This design comes from an exercise in tuning for small area and a short achievable clock period on the open sky130 flow, not from production work.
Function was not checked in any run shown here: the RTL went through the layout flow alone.
Power is estimated from default activity; no workload was simulated.

==> flow/design.v, too long to show whole: its modules and the start of the top module <==
// module FIRLPF: 1101 lines
// module FIRLPF_fa: 4 lines
// module FIRLPF_ha: 4 lines
// module FIRLPF_gp: 4 lines
module FIRLPF(
       input                     Clock,
       input                     Rst_n,
       input      signed  [31:0] InputData1,
       output     signed  [31:0] OutputData
);
  // ...
==> flow/flow/run.sh <==
#!/bin/bash
# The standard layout (standard.sh) with two changes to how it is made:
# - the port buffers that global placement inserts use buf_2 instead of the
#   flow's default pick, a slow delay buffer;
# - after placement resizing (repair_design), cells that drive many loads
#   and flip-flops that feed output ports get a stronger drive strength of
#   the same cell (post_resize.tcl);
#   detailed placement then legalizes them as usual.
# Everything else, including synthesis, is the standard flow's. The tools'
# full output goes to standard.log in the work folder (and to the ORFS logs
# under orfs/logs).
set -euo pipefail
here=$(cd "$(dirname "$0")" && pwd)
export BUFFER_PORTS_ARGS="-buffer_cell sky130_fd_sc_hd__buf_2"
export POST_RESIZE_TCL="$here/post_resize.tcl"
bash standard.sh > standard.log 2>&1
==> flow/flow/post_resize.tcl <==
# Sourced by ORFS after repair_design in the placement resizing step.
# Cells whose output drives more than 6 pins, and flip-flops that drive an
# output port's buffer, get the _4 drive strength of the same cell; cells
# driving more than 3 pins the _2 one, where the library has it (same
# function; flip-flops stay the same type of flip-flop).
set n_up 0
foreach inst [get_cells *] {
  set master [get_property $inst ref_name]
  if {![regexp {^(sky130_fd_sc_hd__[a-z0-9]+)_([0-9]+)$} $master -> base drive]} { continue }
  if {[string match "*clkbuf*" $base] || [string match "*dly*" $base] || [string match "*tap*" $base]} { continue }
  set fo 0
  foreach pin [get_pins -of_objects $inst -filter "direction == output"] {
    set net [get_nets -of_objects $pin]
    if {$net eq ""} { continue }
    incr fo [llength [get_pins -of_objects $net -filter "direction == input"]]
  }
  # flip-flops that feed an output port's buffer get the strongest drive
  set to_port 0
  if {[regexp {^sky130_fd_sc_hd__df} $base]} {
    foreach pin [get_pins -of_objects $inst -filter "direction == output"] {
      set net [get_nets -of_objects $pin]
      if {$net eq ""} { continue }
      foreach ld [get_pins -of_objects $net -filter "direction == input"] {
        if {[string match "output*" [get_name [get_cells -of_objects $ld]]]} { set to_port 1 }
      }
    }
  }
  if {$fo > 6 || $to_port} { set want 4 } elseif {$fo > 3} { set want 2 } else { continue }
  if {$drive >= $want} { continue }
  if {[llength [get_lib_cells -quiet ${base}_$want]] == 0} { continue }
  replace_cell $inst ${base}_$want
  incr n_up
}
puts "post_resize.tcl: upsized $n_up cells"
==> flow/standard.sh <==
#!/bin/bash
# synth_recipe.tcl (not shown) runs the flow's synth.tcl, then flattens the netlist and writes it again
# the make line also repeats each setting of config.mk as NAME=value (left out here)
make -C /OpenROAD-flow-scripts/flow DESIGN_CONFIG=/design/flow/config.mk WORK_HOME=/design/flow/orfs CLKGATE_MAP_FILE= SYNTH_SCRIPT=/design/flow/synth_recipe.tcl "${@:-finish}"
==> flow/config.mk <==
export PLATFORM = sky130hd
export DESIGN_NAME = FIRLPF
export DESIGN_NICKNAME = FIRLPF
export VERILOG_FILES = /design/flow/design.v
export SDC_FILE = /design/flow/constraint.sdc
export NUM_CORES = 4
export LEC_CHECK = 0
export CAP_MARGIN = 20
export CELL_PAD_IN_SITES_DETAIL_PLACEMENT = 1
export CORE_MARGIN = 2
export CORE_UTILIZATION = 30
export PLACE_DENSITY = 0.5
export SLEW_MARGIN = 20
export SYNTH_HIERARCHICAL = 1
export SYNTH_MINIMUM_KEEP_SIZE = 0
==> flow/constraint.sdc <==
create_clock -name core_clock -period 11.0 [get_ports {Clock}]
set_input_delay 2.2000 -clock core_clock [delete_from_list [all_inputs] [get_ports {Clock}]]
set_output_delay 2.2000 -clock core_clock [all_outputs]
set_load 0.01 [all_outputs]
==> results.txt, run 1 <==
Timing:
- The worst path in the final design needs a cycle of 3560 ps, including I/O delays and setup.
- Setup repair after global routing left no endpoint under its margin.
- The headroom to the max-slew limit is 59.1%.
- The max-slew violation total from the final report is 0.
- Based on the critical path, the design can be clocked at up to 281 MHz.
- On the final layout, the worst clock skew is 26.0 ps.

Run:
- The number of violations of the max-capacitance limit is 0.

Setup path:
- The critical path contains buffers and inverters numbering 2 combined.
- The length in cells of the worst reg-to-reg path is 9.
- The cell repeated most along the worst path is fa_1.
- Data on the critical path arrives at its endpoint at 4000 ps.
- The launching point of the worst reg2reg path is ctl[7].
- The setup path with the least slack is of type flip-flop to flip-flop.
- The flop-to-flop setup slack is 7440 ps.
- Walking the worst path, the cells encountered are inv_4, buf_4, o21ai_0, a221oi_1, o21ai_0, fa_1, fa_1, fa_1, fa_1.

Drt:
- The residual DRC count is 0.
- The iteration count of the initial detailed-routing pass is 5.
- The highest metal layer carrying signal wires in the routed design is met4.
- After detailed routing, the wire length on met1 is 26700 um.
- The number of antenna-violating nets in the routed design is 0.
- The average wire length per cell after detail routing is 19.6 um.

Die:
- The placeable core region is between 70000 and 80000 um^2.
- Row generation in the floorplan step produced 98 rows.
- For this floorplan the total number of well-tap instances is 950.
- Measured along the y axis, the die boundary spans 274 um.
- 66 I/O pins were placed.

Global routing:
- The largest net degree at the start of global routing is 56.
- The met2 capacity usage during global routing is 24.0%.

Power and ir drop:
- The peak supply drop is 110 uV.
- Of the total power, the share spent switching nets is 35.6%.

Hold path:
- Along the worst hold path, the cell count comes to 0.

Finish:
- Sequential cells placed in the final layout were counted as 396.
- Leaving out fill and tap cells, the most frequent cells in the layout are dfxtp_1, fa_1, a21o_1, o21ai_0, and2_1.
- The final core utilization is 34.5%.
- The largest registers in the layout are Sc (40), Ss (40), xr (32).
- Registers represent a cell area share of 33.9%.
- Registers take around 8400 um^2.
- The multi-input gate share of the layout cell area is 52.0%.

Clocking:
- The clock network latency to the later pin of the worst-skew pair is 590 ps.
- The total clock buffers created by CTS is 45.

Yosys:
- After synthesis the cells add up to around 22000 um^2.
- The number of nets handed over by synthesis was 2319.

Outcome:
- The run finished with no timing, DRC or antenna violations.

Placed design:
- The global placement routability congestion is 0.819.
- The worst slack after detailed placement is 7440 ps.
==> inputs of run 2 (changes only) <==
--- a/flow/design.v
+++ b/flow/design.v
@@ -816,21 +816,21 @@
   R0 <= restart ? (nins == 2'd0 ? 25'd0 : Sfin) : (nins == 2'd2 ? R8 : 25'd0);
   R1 <= R0; R2 <= R1; R3 <= R2; R4 <= R3;
   R5 <= R4; R6 <= R5; R7 <= R6; R8 <= R7;
 end
 reg upd;
 always @(posedge Clock or negedge Rst_n)
   if (!Rst_n) upd <= 1'b0;
   else        upd <= (Count == 6'd39);
-reg  [27:0] U;
-wire [27:0] Unext;
-wire [27:0] ua = U;
-wire [27:0] ub = {{3{R2[24]}}, R2};
-wire [27:0] uc = ~{{3{R7[24]}}, R7};
+reg  [29:0] U;
+wire [29:0] Unext;
+wire [29:0] ua = U;
+wire [29:0] ub = {{5{R2[24]}}, R2};
+wire [29:0] uc = ~{{5{R7[24]}}, R7};
 wire us0, uk0;
 FIRLPF_fa uu0 (.a(ua[0]), .b(ub[0]), .c(uc[0]), .s(us0), .co(uk0));
 wire us1, uk1;
 FIRLPF_fa uu1 (.a(ua[1]), .b(ub[1]), .c(uc[1]), .s(us1), .co(uk1));
 wire us2, uk2;
 FIRLPF_fa uu2 (.a(ua[2]), .b(ub[2]), .c(uc[2]), .s(us2), .co(uk2));
 wire us3, uk3;
 FIRLPF_fa uu3 (.a(ua[3]), .b(ub[3]), .c(uc[3]), .s(us3), .co(uk3));
@@ -877,16 +877,20 @@
 wire us24, uk24;
 FIRLPF_fa uu24 (.a(ua[24]), .b(ub[24]), .c(uc[24]), .s(us24), .co(uk24));
 wire us25, uk25;
 FIRLPF_fa uu25 (.a(ua[25]), .b(ub[25]), .c(uc[25]), .s(us25), .co(uk25));
 wire us26, uk26;
 FIRLPF_fa uu26 (.a(ua[26]), .b(ub[26]), .c(uc[26]), .s(us26), .co(uk26));
 wire us27, uk27;
 FIRLPF_fa uu27 (.a(ua[27]), .b(ub[27]), .c(uc[27]), .s(us27), .co(uk27));
+wire us28, uk28;
+FIRLPF_fa uu28 (.a(ua[28]), .b(ub[28]), .c(uc[28]), .s(us28), .co(uk28));
+wire us29, uk29;
+FIRLPF_fa uu29 (.a(ua[29]), .b(ub[29]), .c(uc[29]), .s(us29), .co(uk29));
 wire uap0, uag0;
 FIRLPF_ha uuah0 (.a(us0), .b(1'b1), .s(uap0), .co(uag0));
 wire uap1, uag1;
 FIRLPF_ha uuah1 (.a(us1), .b(uk0), .s(uap1), .co(uag1));
 wire uap2, uag2;
 FIRLPF_ha uuah2 (.a(us2), .b(uk1), .s(uap2), .co(uag2));
 wire uap3, uag3;
 FIRLPF_ha uuah3 (.a(us3), .b(uk2), .s(uap3), .co(uag3));
@@ -933,16 +937,20 @@
 wire uap24, uag24;
 FIRLPF_ha uuah24 (.a(us24), .b(uk23), .s(uap24), .co(uag24));
 wire uap25, uag25;
 FIRLPF_ha uuah25 (.a(us25), .b(uk24), .s(uap25), .co(uag25));
 wire uap26, uag26;
 FIRLPF_ha uuah26 (.a(us26), .b(uk25), .s(uap26), .co(uag26));
 wire uap27, uag27;
 FIRLPF_ha uuah27 (.a(us27), .b(uk26), .s(uap27), .co(uag27));
+wire uap28, uag28;
+FIRLPF_ha uuah28 (.a(us28), .b(uk27), .s(uap28), .co(uag28));
+wire uap29, uag29;
+FIRLPF_ha uuah29 (.a(us29), .b(uk28), .s(uap29), .co(uag29));
 wire uaG0_1g, uaG0_1p;
 FIRLPF_gp uuaG0_1 (.gh(uag1), .ph(uap1), .gl(uag0), .pl(uap0), .g(uaG0_1g), .p(uaG0_1p));
 wire uaG0_3g, uaG0_3p;
 FIRLPF_gp uuaG0_3 (.gh(uag3), .ph(uap3), .gl(uag2), .pl(uap2), .g(uaG0_3g), .p(uaG0_3p));
 wire uaG0_5g, uaG0_5p;
 FIRLPF_gp uuaG0_5 (.gh(uag5), .ph(uap5), .gl(uag4), .pl(uap4), .g(uaG0_5g), .p(uaG0_5p));
 wire uaG0_7g, uaG0_7p;
 FIRLPF_gp uuaG0_7 (.gh(uag7), .ph(uap7), .gl(uag6), .pl(uap6), .g(uaG0_7g), .p(uaG0_7p));
@@ -961,16 +969,18 @@
 wire uaG0_21g, uaG0_21p;
 FIRLPF_gp uuaG0_21 (.gh(uag21), .ph(uap21), .gl(uag20), .pl(uap20), .g(uaG0_21g), .p(uaG0_21p));
 wire uaG0_23g, uaG0_23p;
 FIRLPF_gp uuaG0_23 (.gh(uag23), .ph(uap23), .gl(uag22), .pl(uap22), .g(uaG0_23g), .p(uaG0_23p));
 wire uaG0_25g, uaG0_25p;
 FIRLPF_gp uuaG0_25 (.gh(uag25), .ph(uap25), .gl(uag24), .pl(uap24), .g(uaG0_25g), .p(uaG0_25p));
 wire uaG0_27g, uaG0_27p;
 FIRLPF_gp uuaG0_27 (.gh(uag27), .ph(uap27), .gl(uag26), .pl(uap26), .g(uaG0_27g), .p(uaG0_27p));
+wire uaG0_29g, uaG0_29p;
+FIRLPF_gp uuaG0_29 (.gh(uag29), .ph(uap29), .gl(uag28), .pl(uap28), .g(uaG0_29g), .p(uaG0_29p));
 wire uaG1_2g, uaG1_2p;
 FIRLPF_gp uuaG1_2 (.gh(uag2), .ph(uap2), .gl(uaG0_1g), .pl(uaG0_1p), .g(uaG1_2g), .p(uaG1_2p));
 wire uaG1_3g, uaG1_3p;
 FIRLPF_gp uuaG1_3 (.gh(uaG0_3g), .ph(uaG0_3p), .gl(uaG0_1g), .pl(uaG0_1p), .g(uaG1_3g), .p(uaG1_3p));
 wire uaG1_6g, uaG1_6p;
 FIRLPF_gp uuaG1_6 (.gh(uag6), .ph(uap6), .gl(uaG0_5g), .pl(uaG0_5p), .g(uaG1_6g), .p(uaG1_6p));
 wire uaG1_7g, uaG1_7p;
 FIRLPF_gp uuaG1_7 (.gh(uaG0_7g), .ph(uaG0_7p), .gl(uaG0_5g), .pl(uaG0_5p), .g(uaG1_7g), .p(uaG1_7p));
@@ -1013,16 +1023,20 @@
 wire uaG2_20g, uaG2_20p;
 FIRLPF_gp uuaG2_20 (.gh(uag20), .ph(uap20), .gl(uaG1_19g), .pl(uaG1_19p), .g(uaG2_20g), .p(uaG2_20p));
 wire uaG2_21g, uaG2_21p;
 FIRLPF_gp uuaG2_21 (.gh(uaG0_21g), .ph(uaG0_21p), .gl(uaG1_19g), .pl(uaG1_19p), .g(uaG2_21g), .p(uaG2_21p));
 wire uaG2_22g, uaG2_22p;
 FIRLPF_gp uuaG2_22 (.gh(uaG1_22g), .ph(uaG1_22p), .gl(uaG1_19g), .pl(uaG1_19p), .g(uaG2_22g), .p(uaG2_22p));
 wire uaG2_23g, uaG2_23p;
 FIRLPF_gp uuaG2_23 (.gh(uaG1_23g), .ph(uaG1_23p), .gl(uaG1_19g), .pl(uaG1_19p), .g(uaG2_23g), .p(uaG2_23p));
+wire uaG2_28g, uaG2_28p;
+FIRLPF_gp uuaG2_28 (.gh(uag28), .ph(uap28), .gl(uaG1_27g), .pl(uaG1_27p), .g(uaG2_28g), .p(uaG2_28p));
+wire uaG2_29g, uaG2_29p;
+FIRLPF_gp uuaG2_29 (.gh(uaG0_29g), .ph(uaG0_29p), .gl(uaG1_27g), .pl(uaG1_27p), .g(uaG2_29g), .p(uaG2_29p));
 wire uaG3_8g, uaG3_8p;
 FIRLPF_gp uuaG3_8 (.gh(uag8), .ph(uap8), .gl(uaG2_7g), .pl(uaG2_7p), .g(uaG3_8g), .p(uaG3_8p));
 wire uaG3_9g, uaG3_9p;
 FIRLPF_gp uuaG3_9 (.gh(uaG0_9g), .ph(uaG0_9p), .gl(uaG2_7g), .pl(uaG2_7p), .g(uaG3_9g), .p(uaG3_9p));
 wire uaG3_10g, uaG3_10p;
 FIRLPF_gp uuaG3_10 (.gh(uaG1_10g), .ph(uaG1_10p), .gl(uaG2_7g), .pl(uaG2_7p), .g(uaG3_10g), .p(uaG3_10p));
 wire uaG3_11g, uaG3_11p;
 FIRLPF_gp uuaG3_11 (.gh(uaG1_11g), .ph(uaG1_11p), .gl(uaG2_7g), .pl(uaG2_7p), .g(uaG3_11g), .p(uaG3_11p));
@@ -1037,16 +1051,20 @@
 wire uaG3_24g, uaG3_24p;
 FIRLPF_gp uuaG3_24 (.gh(uag24), .ph(uap24), .gl(uaG2_23g), .pl(uaG2_23p), .g(uaG3_24g), .p(uaG3_24p));
 wire uaG3_25g, uaG3_25p;
 FIRLPF_gp uuaG3_25 (.gh(uaG0_25g), .ph(uaG0_25p), .gl(uaG2_23g), .pl(uaG2_23p), .g(uaG3_25g), .p(uaG3_25p));
 wire uaG3_26g, uaG3_26p;
 FIRLPF_gp uuaG3_26 (.gh(uaG1_26g), .ph(uaG1_26p), .gl(uaG2_23g), .pl(uaG2_23p), .g(uaG3_26g), .p(uaG3_26p));
 wire uaG3_27g, uaG3_27p;
 FIRLPF_gp uuaG3_27 (.gh(uaG1_27g), .ph(uaG1_27p), .gl(uaG2_23g), .pl(uaG2_23p), .g(uaG3_27g), .p(uaG3_27p));
+wire uaG3_28g, uaG3_28p;
+FIRLPF_gp uuaG3_28 (.gh(uaG2_28g), .ph(uaG2_28p), .gl(uaG2_23g), .pl(uaG2_23p), .g(uaG3_28g), .p(uaG3_28p));
+wire uaG3_29g, uaG3_29p;
+FIRLPF_gp uuaG3_29 (.gh(uaG2_29g), .ph(uaG2_29p), .gl(uaG2_23g), .pl(uaG2_23p), .g(uaG3_29g), .p(uaG3_29p));
 wire uaG4_16g, uaG4_16p;
 FIRLPF_gp uuaG4_16 (.gh(uag16), .ph(uap16), .gl(uaG3_15g), .pl(uaG3_15p), .g(uaG4_16g), .p(uaG4_16p));
 wire uaG4_17g, uaG4_17p;
 FIRLPF_gp uuaG4_17 (.gh(uaG0_17g), .ph(uaG0_17p), .gl(uaG3_15g), .pl(uaG3_15p), .g(uaG4_17g), .p(uaG4_17p));
 wire uaG4_18g, uaG4_18p;
 FIRLPF_gp uuaG4_18 (.gh(uaG1_18g), .ph(uaG1_18p), .gl(uaG3_15g), .pl(uaG3_15p), .g(uaG4_18g), .p(uaG4_18p));
 wire uaG4_19g, uaG4_19p;
 FIRLPF_gp uuaG4_19 (.gh(uaG1_19g), .ph(uaG1_19p), .gl(uaG3_15g), .pl(uaG3_15p), .g(uaG4_19g), .p(uaG4_19p));
@@ -1061,16 +1079,20 @@
 wire uaG4_24g, uaG4_24p;
 FIRLPF_gp uuaG4_24 (.gh(uaG3_24g), .ph(uaG3_24p), .gl(uaG3_15g), .pl(uaG3_15p), .g(uaG4_24g), .p(uaG4_24p));
 wire uaG4_25g, uaG4_25p;
 FIRLPF_gp uuaG4_25 (.gh(uaG3_25g), .ph(uaG3_25p), .gl(uaG3_15g), .pl(uaG3_15p), .g(uaG4_25g), .p(uaG4_25p));
 wire uaG4_26g, uaG4_26p;
 FIRLPF_gp uuaG4_26 (.gh(uaG3_26g), .ph(uaG3_26p), .gl(uaG3_15g), .pl(uaG3_15p), .g(uaG4_26g), .p(uaG4_26p));
 wire uaG4_27g, uaG4_27p;
 FIRLPF_gp uuaG4_27 (.gh(uaG3_27g), .ph(uaG3_27p), .gl(uaG3_15g), .pl(uaG3_15p), .g(uaG4_27g), .p(uaG4_27p));
+wire uaG4_28g, uaG4_28p;
+FIRLPF_gp uuaG4_28 (.gh(uaG3_28g), .ph(uaG3_28p), .gl(uaG3_15g), .pl(uaG3_15p), .g(uaG4_28g), .p(uaG4_28p));
+wire uaG4_29g, uaG4_29p;
+FIRLPF_gp uuaG4_29 (.gh(uaG3_29g), .ph(uaG3_29p), .gl(uaG3_15g), .pl(uaG3_15p), .g(uaG4_29g), .p(uaG4_29p));
 wire uas1 = uap1 ^ uag0;
 wire uas2 = uap2 ^ uaG0_1g;
 wire uas3 = uap3 ^ uaG1_2g;
 wire uas4 = uap4 ^ uaG1_3g;
 wire uas5 = uap5 ^ uaG2_4g;
 wire uas6 = uap6 ^ uaG2_5g;
 wire uas7 = uap7 ^ uaG2_6g;
 wire uas8 = uap8 ^ uaG2_7g;
@@ -1088,21 +1110,23 @@
 wire uas20 = uap20 ^ uaG4_19g;
 wire uas21 = uap21 ^ uaG4_20g;
 wire uas22 = uap22 ^ uaG4_21g;
 wire uas23 = uap23 ^ uaG4_22g;
 wire uas24 = uap24 ^ uaG4_23g;
 wire uas25 = uap25 ^ uaG4_24g;
 wire uas26 = uap26 ^ uaG4_25g;
 wire uas27 = uap27 ^ uaG4_26g;
-assign Unext = {uas27, uas26, uas25, uas24, uas23, uas22, uas21, uas20, uas19, uas18, uas17, uas16, uas15, uas14, uas13, uas12, uas11, uas10, uas9, uas8, uas7, uas6, uas5, uas4, uas3, uas2, uas1, uap0};
+wire uas28 = uap28 ^ uaG4_27g;
+wire uas29 = uap29 ^ uaG4_28g;
+assign Unext = {uas29, uas28, uas27, uas26, uas25, uas24, uas23, uas22, uas21, uas20, uas19, uas18, uas17, uas16, uas15, uas14, uas13, uas12, uas11, uas10, uas9, uas8, uas7, uas6, uas5, uas4, uas3, uas2, uas1, uap0};
 always @(posedge Clock or negedge Rst_n)
-  if (!Rst_n)   U <= 28'd0;
+  if (!Rst_n)   U <= 30'd0;
   else if (upd) U <= Unext;
-assign OutputData = {U[27], U[27], U[27], U[27], U[27], U[27], U[27], U[27], U[26:3]};
+assign OutputData = {U[29], U[29], U[28], U[28], U[28], U[27], U[27], U[27], U[26:3]};
 endmodule
 module FIRLPF_fa(input a, input b, input c, output s, output co);
 assign s  = a ^ b ^ c;
 assign co = (a & b) | (a & c) | (b & c);
 endmodule
 module FIRLPF_ha(input a, input b, output s, output co);
 assign s  = a ^ b;
 assign co = a & b;
==> run 2 against run 1 <==
Against the previous run:
- non-clock buffer count shrank 1
- wire length grew 1.6%
- fmax shrank 0.67%
- die area grew 1.2%
- largest cell class unchanged
- largest power group unchanged
==> results.txt, run 2 <==
Setup path:
- The required time of the critical path is 11460 ps.
- The length in cells of the worst reg-to-reg path was 9 (unchanged).
- Of all nets on the critical path, the largest fanout is 41.
- The origin of the worst setup path is ctl[12].
- The data arrival time of the worst path is 4040 ps (+40 ps).
- STA classifies the critical path endpoint as a flip-flop.
- The startpoint-to-endpoint class of the critical path is flip-flop to flip-flop.
- The flop-to-flop setup slack is 7410 ps (-20 ps).
- The kind of start point of the critical path is a flip-flop.
- The launching point of the worst reg2reg path is ctl[12].

Drt:
- Wires add up to 57900 um.
- Using the TritonRoute via totals, the vias-per-cell ratio works out to between 5 and 6.
- The average wire length per cell after detail routing is 19.8 um (+0.91%).
- Summing over every cut layer, the via total after detailed routing is 14900.
- The number of antenna-violating nets in the routed design is 0 (unchanged).
- For this block, the initial DRC count from the detailed router was 917.
- The iteration count of the initial detailed-routing pass is 5 (unchanged).
- The residual DRC count came to 0 (unchanged).

Power and ir drop:
- The total power density per cell area is 250 nW/um^2.
- The peak supply drop is 109 uV (-0.55%).
- The standby leakage power is between 10 and 15 nW.

Die:
- The placeable core region is 73000 um^2 (+1.7%).
- The row count came to 99 (+1.0%).
- The die covers 75800 um^2.
- The top-level port count is 66 (unchanged).
- The die height came to 275 um (+0.60%).
- For this configuration, the core starts out at a cell density of 30.3%.
- The floorplan step set the die width to 275 um.

Clocking:
- The post-cts hold buffer count is 0.
- After clock tree synthesis, the repair step resized 0 gates.
- The buffer type at the clock tree root is clkbuf_16.
- The total clock buffers created by CTS is 43 (-4.4%).
- TritonCTS built the clock tree.
- After clock tree synthesis, the setup repair step added 0 buffers.
- Clock-pin slew was measured on the worst setup and hold paths at around 60 ps.
- The H-tree depth is 2.
- For this design, the sink count on the clock tree is 398.
- The clock tree buffer depth is 3.
- The clock network latency to the later pin of the worst-skew pair is 580 ps (about the same).

Global routing:
- Global routing used 15.6% of the available tracks.
- The initial antenna violation count is 1.
- The overflow left after global routing is 0.
- The largest net degree at the start of global routing is 60 (+7.1%).
- The number of global-route vias before repair is between 15000 and 20000.
- The first global-routing pass estimated 93600 um of wire.

Finish:
- The largest registers in the layout are Sc (40), Ss (40), xr (32).
- The fill cell instance count of the final layout is 7881.
- The most common cell after layout, fill and taps aside is dfxtp_1.
- The area overhead of the layout relative to synthesis is 13.1%.
- The final core utilization is 34.2% (-0.24 points).
- The sequential cell area is 8440 um^2 (+0.67%).
- The final design instance area without fill is 25000 um^2.
- The number of nets in the layout is between 2000 and 2500.
- The multi-input combinational cells in the finished layout cover a total of 13100 um^2.
- The library cells used most frequently in the layout, excluding fill and tap cells, are dfxtp_1, fa_1, a21o_1, o21ai_0, and2_1.
- The proportion of layout cells with a drive suffix above 1 is 21.4%.
- The repair_antennas step left the layout with diodes totalling 0.

Timing:
- The headroom to the max-slew limit is 57.6% (-1.5 points).
- The final worst clock skew is 25.3 ps (-0.706 ps).
- Setup repair after global routing left no endpoint under its margin.
- The post-route fraction of the period consumed by the critical path is 32.6%.
- The worst path meets setup with 7410 ps of slack.
- At the pin with the least slew margin, the transition time is 636 ps.
- The max-slew violation total from the final report is 0 (unchanged).
- The time the worst path needs with I/O delays and setup was 3590 ps (+24.1 ps).
- The final sum of negative setup slack is 0 ps.
- The highest clock frequency the design can meet is 279 MHz (-0.67%).
- The final number of hold-violating endpoints came to 0.
- Setup violations remaining at the end of the flow were counted as 0.

Placed design:
- Summing all placed instances gives a cell area of about 23000 um^2.
- The total of buffers placed on input and output ports is 65.
- The global placement routability congestion was 0.811 (-0.89%).
- The wire-length estimate of the detail-placed layout is 41100 um.
- The worst slack after detailed placement is 7420 ps (-27.4 ps).

Yosys:
- The post-synth net total came to 2340 (+0.91%).
- Yosys printed 7 warnings.
- A synthesized cell averages ~11 um^2.
- The total standard cell area after synthesis is 22100 um^2 (+1.2%).
- Counting every instance in the synthesized netlist gives approximately 2000.

Hold path:
- The min-delay analysis places its worst path in the category flip-flop to flip-flop.
- The worst hold path depth is 0 (unchanged).
- In this run the most critical hold path is launched from R6[14].

Outcome:
- The run finished with no timing, DRC or antenna violations.

Run:
- The number of violations of the max-capacitance limit is 0 (unchanged).
==> run 2: routing by layer <==
| layer | vias to the layer above | GRT usage, % | wire (um) |
|---|---|---|---|
| li1 | 6734 | - | - |
| met1 | 7614 | 21.6 | 26800 |
| met2 | 461 | 24.6 | 26500 |
| met3 | 100 | 2.79 | 3430 |
| met4 | 0 | 4.77 | 1180 |
| met5 | - | 0 | 0 |
==> run 2: final cells by class <==
| class | instances | share of cell area, % |
|---|---|---|
| Tap cell | 959 | 4.80 |
| Inverter | 76 | 1.26 |
| Multi-Input combinational cell | 1332 | 52.3 |
| Sequential cell | 398 | 33.8 |
| Clock inverter | 24 | 1.19 |
| Clock buffer | 54 | 4.84 |
| Timing Repair Buffer | 82 | 1.81 |
==> run 2: worst max-delay path: stages, from the launching register on <==
cell and delay [ps]:
dfxtp_1 300, buf_4 260, inv_4 290, o21ai_0 120, a221oi_1 280, o21ai_0 220
fa_1 540, fa_1 490, fa_1 550, fa_1 400
==> run 2: final timing paths <==
kind                             to
setup / recovery             Sc[22]
hold / removal               R7[14]
setup reg to reg             Sc[22]
hold reg to reg              R7[14]
max in group asynchronous  Count[3]
min in group asynchronous     U[24]
==> run 2: power by group <==
| part | total (mW) | switching, mW | internal, mW |
|---|---|---|---|
| Clock | 1.52 | 0.616 | 0.907 |
| Sequential | 1.82 | 0.155 | 1.67 |
| Combinational | 2.91 | 1.46 | 1.45 |
==> run 2: through the flow <==
| stage | std cells | hold slack, ps | power [mW] |
|---|---|---|---|
| 2_1_floorplan | 1973 | 310 | 3.98 |
| 3_3_place_gp | 2847 | 310 | 4.53 |
| 3_5_place_dp | 2847 | 313 | 4.78 |
| 4_1_cts | 2925 | 325 | 6.38 |
| 5_1_grt | 2925 | 326 | 6.84 |
| 6_report | 2925 | 318 | 6.25 |

static timing again, ports no longer ideal:
How much do the figures lean on ideal ports? The routed layouts below were timed once more, with nothing changed but the port constraints. Step 1, drivers: a clkbuf_16 drives Clock and a buf_2 each remaining input, both assumed. Step 2 moves the port delays by t, midway between the first and last clock arrival at a register: inputs arrive t later, outputs are due t later. That takes back most of the time a late clock gives input paths. a / b / c = ideal ports / drivers / drivers and shift; a / b = the first two.
run	t, ns	setup WS [ns]	clock arrival spread, ns	cell pins on the clock port's net
run 1	0.633	7.438 / 7.438 / 7.438	0.027 / 0.027	1
run 2	0.627	7.414 / 7.414 / 7.414	0.026 / 0.026	1
After both steps every run listed still meets setup and hold.
